Source: an optimization exercise on an open RTL-to-GDS flow (aim: small area and a short achievable clock period). Production flows keep margins and buffers that such runs may drop. Only simulation tests tie the RTL to the original design; equivalence was not proved.

==> run Y <==
// kalman_range
module kalman_range (
    input               clk,
    input               rst_n,
    input       [18:0]  f_data_in,
    input       [18:0]  b_data_in,
    output      [6:0]   hex1,
    output      [6:0]   hex2,
    output      [6:0]   hex3,
    output      [6:0]   hex4,
    output      [6:0]   hex5,
    output      [6:0]   hex6,
    output      [6:0]   hex7,
    output      [6:0]   hex8,
    output      [12:0]  distance_data_f,
    output      [12:0]  distance_data_b
);
    reg     [2:0]   step;
    always @(posedge clk or negedge rst_n) begin
        if (!rst_n)
            step <= 3'd0;
        else if (step != 3'd5)
            step <= step + 3'd1;
    end
    reg     [15:0]   bsel;
    always @(*) begin
        case (step)
            3'd0: bsel = 16'b0100101001100010;    
            3'd1: bsel = 16'b0110010000010101;    
            3'd2: bsel = 16'b1000000000000000;    
  ...
Settings: LEC_CHECK=0, ABC_AREA=1, CAP_MARGIN=20, CORE_MARGIN=2, CORE_UTILIZATION=40, PLACE_DENSITY=0.6, SLEW_MARGIN=20, SYNTH_HIERARCHICAL=1, SYNTH_MINIMUM_KEEP_SIZE=0; clock period 140.0 ns.
standard.sh (not shown) runs the stock make flow with config.mk's settings and CLKGATE_MAP_FILE= SYNTH_SCRIPT=/design/flow/synth_recipe.tcl, a recipe that flattens the netlist after the stock synthesis.
==> flow/flow/run.sh <==
#!/bin/bash
# The standard layout (the standard.sh: ORFS with the standard synthesis),
# with the port buffers that global placement inserts made buf_1 cells instead
# of the delay buffers buffer_ports picks on its own. Every port still gets
# its own buffer. ORFS writes each step's full log under orfs/logs; make's own
# output goes to flow_make.log here.
set -euo pipefail
export BUFFER_PORTS_ARGS="-buffer_cell sky130_fd_sc_hd__buf_1"
bash standard.sh finish > flow_make.log 2>&1
==> run E: changes against run Y <==
--- a/flow/design.v
+++ b/flow/design.v
@@ -1263,32 +1263,32 @@
 		reg		[6:0]	r1;
 		always @(posedge clk) begin
 			q1 <= q_in;
 			r1 <= r_in;
 		end
 		wire	[28:0]	q_s3 = {16'd0, q1} << 3;
 		wire	[28:0]	q_c3;
 		wire	[3:0]	qa0;
-		bcd_add3 u_qa0 (.d(q_s3[16:13]), .o(qa0));
+		bcd_add3s u_qa0 (.d(q_s3[15:13]), .o(qa0));
 		assign q_c3 = {q_s3[28:17], qa0, q_s3[12:0]};
 		wire	[28:0]	q_s4 = q_c3 << 1;
 		wire	[28:0]	q_c4;
 		wire	[3:0]	qa1;
 		bcd_add3 u_qa1 (.d(q_s4[16:13]), .o(qa1));
 		assign q_c4 = {q_s4[28:17], qa1, q_s4[12:0]};
 		wire	[28:0]	q_s5 = q_c4 << 1;
 		wire	[28:0]	q_c5;
 		wire	[3:0]	qa2;
 		bcd_add3 u_qa2 (.d(q_s5[16:13]), .o(qa2));
 		assign q_c5 = {q_s5[28:17], qa2, q_s5[12:0]};
 		wire	[28:0]	q_s6 = q_c5 << 1;
 		wire	[28:0]	q_c6;
 		wire	[3:0]	qa3;
-		bcd_add3 u_qa3 (.d(q_s6[20:17]), .o(qa3));
+		bcd_add3s u_qa3 (.d(q_s6[19:17]), .o(qa3));
 		wire	[3:0]	qa4;
 		bcd_add3 u_qa4 (.d(q_s6[16:13]), .o(qa4));
 		assign q_c6 = {q_s6[28:21], qa3, qa4, q_s6[12:0]};
 		wire	[28:0]	q_s7 = q_c6 << 1;
 		wire	[28:0]	q_c7;
 		wire	[3:0]	qa5;
 		bcd_add3 u_qa5 (.d(q_s7[20:17]), .o(qa5));
 		wire	[3:0]	qa6;
@@ -1299,17 +1299,17 @@
 		wire	[3:0]	qa7;
 		bcd_add3 u_qa7 (.d(q_s8[20:17]), .o(qa7));
 		wire	[3:0]	qa8;
 		bcd_add3 u_qa8 (.d(q_s8[16:13]), .o(qa8));
 		assign q_c8 = {q_s8[28:21], qa7, qa8, q_s8[12:0]};
 		wire	[28:0]	q_s9 = q_c8 << 1;
 		wire	[28:0]	q_c9;
 		wire	[3:0]	qa9;
-		bcd_add3 u_qa9 (.d(q_s9[24:21]), .o(qa9));
+		bcd_add3s u_qa9 (.d(q_s9[23:21]), .o(qa9));
 		wire	[3:0]	qa10;
 		bcd_add3 u_qa10 (.d(q_s9[20:17]), .o(qa10));
 		wire	[3:0]	qa11;
 		bcd_add3 u_qa11 (.d(q_s9[16:13]), .o(qa11));
 		assign q_c9 = {q_s9[28:25], qa9, qa10, qa11, q_s9[12:0]};
 		wire	[28:0]	q_s10 = q_c9 << 1;
 		wire	[28:0]	q_c10;
 		wire	[3:0]	qa12;
@@ -1335,17 +1335,17 @@
 		wire	[3:0]	qa19;
 		bcd_add3 u_qa19 (.d(q_s12[20:17]), .o(qa19));
 		wire	[3:0]	qa20;
 		bcd_add3 u_qa20 (.d(q_s12[16:13]), .o(qa20));
 		assign q_c12 = {q_s12[28:25], qa18, qa19, qa20, q_s12[12:0]};
 		wire	[28:0]	q_s13 = q_c12 << 1;
 		wire	[14:0]	r_s3 = {8'd0, r1} << 3;
 		wire	[3:0]	ra3;
-		bcd_add3 u_ra3 (.d(r_s3[10:7]), .o(ra3));
+		bcd_add3s u_ra3 (.d(r_s3[9:7]), .o(ra3));
 		wire	[14:0]	r_s4 = {r_s3[13:11], ra3, r_s3[6:0], 1'b0};
 		wire	[3:0]	ra4;
 		bcd_add3 u_ra4 (.d(r_s4[10:7]), .o(ra4));
 		wire	[14:0]	r_s5 = {r_s4[13:11], ra4, r_s4[6:0], 1'b0};
 		wire	[3:0]	ra5;
 		bcd_add3 u_ra5 (.d(r_s5[10:7]), .o(ra5));
 		wire	[14:0]	r_s6 = {r_s5[13:11], ra5, r_s5[6:0], 1'b0};
 		wire	[3:0]	ra6;
@@ -1403,16 +1403,22 @@
 		endfunction
 	endmodule
 module bcd_add3(input [3:0] d, output [3:0] o);
 	assign o = {d[3] | d[2] & (d[1] | d[0]),
 	            d[3] & d[0] | d[2] & ~d[1] & ~d[0],
 	            d[3] & ~d[0] | ~d[2] & d[1] | d[1] & d[0],
 	            d[3] & ~d[0] | ~d[3] & ~d[2] & d[0] | d[2] & d[1] & ~d[0]};
 endmodule
+module bcd_add3s(input [2:0] d, output [3:0] o);
+	assign o = {d[2] & (d[1] | d[0]),
+	            d[2] & ~d[1] & ~d[0],
+	            ~d[2] & d[1] | d[1] & d[0],
+	            ~d[2] & d[0] | d[2] & d[1] & ~d[0]};
+endmodule
 module kalman_range (
     input               clk,
     input               rst_n,
     input       [18:0]  f_data_in,
     input       [18:0]  b_data_in,
     output      [6:0]   hex1,
     output      [6:0]   hex2,
     output      [6:0]   hex3,
--- a/flow/config.mk
+++ b/flow/config.mk
@@ -4,12 +4,13 @@
 export VERILOG_FILES = /design/flow/design.v
 export SDC_FILE = /design/flow/constraint.sdc
 export NUM_CORES = 4
 export LEC_CHECK = 0
 export ABC_AREA = 1
 export CAP_MARGIN = 20
 export CORE_MARGIN = 2
 export CORE_UTILIZATION = 40
+export CTS_BUF_LIST = sky130_fd_sc_hd__clkbuf_8
 export PLACE_DENSITY = 0.6
 export SLEW_MARGIN = 20
 export SYNTH_HIERARCHICAL = 1
 export SYNTH_MINIMUM_KEEP_SIZE = 0
==> summary.txt <==
metric	run E	run Y
Data arrival time of the worst path	34720 ps	34640 ps
Outcome	timing/DRC/antenna clean	timing/DRC/antenna clean
Die height	239 um	240 um
Layout Area Growth over Synthesis	3.97%	4.84%
Final Worst Setup Slack	105590 ps	105610 ps
Met3 track demand over resource	3.48%	3.23%
Weighted congestion reported at the end of routability-driven placement	0.921	0.924
Non-clock buffer share	2.23%	2.27%
Measured slew at the worst slew-check pin	958 ps	932 ps
Floorplan die width	239 um	240 um
Instance count of the mapped netlist	2620	2646

## static timing again, ports no longer ideal
Ports are ideal in the flow. The routed layouts listed here were re-timed in OpenROAD. Step 1: set_driving_cell puts a clkbuf_16 on clk and a buf_2 on each other input, an assumption about the parent block. Step 2 also shifts input and output timing later by t, the mid clock arrival at the registers, as if the neighbouring blocks saw the same clock. Slacks: ideal ports / drivers / drivers and shift; pairs: ideal ports / drivers.
run	t, ns	setup WS [ns]	worst register clock-pin slew, ns	cell pins on the clock port's net
run Y	0.407	105.610 / 105.642 / 105.235	0.07 / 0.07	1
run E	0.451	105.586 / 105.613 / 105.162	0.10 / 0.10	1
After both steps setup and hold are still met in every run listed. The setup slack of run E, which loses most, moves by +0.027 ns with the drivers and by -0.424 ns with both steps.
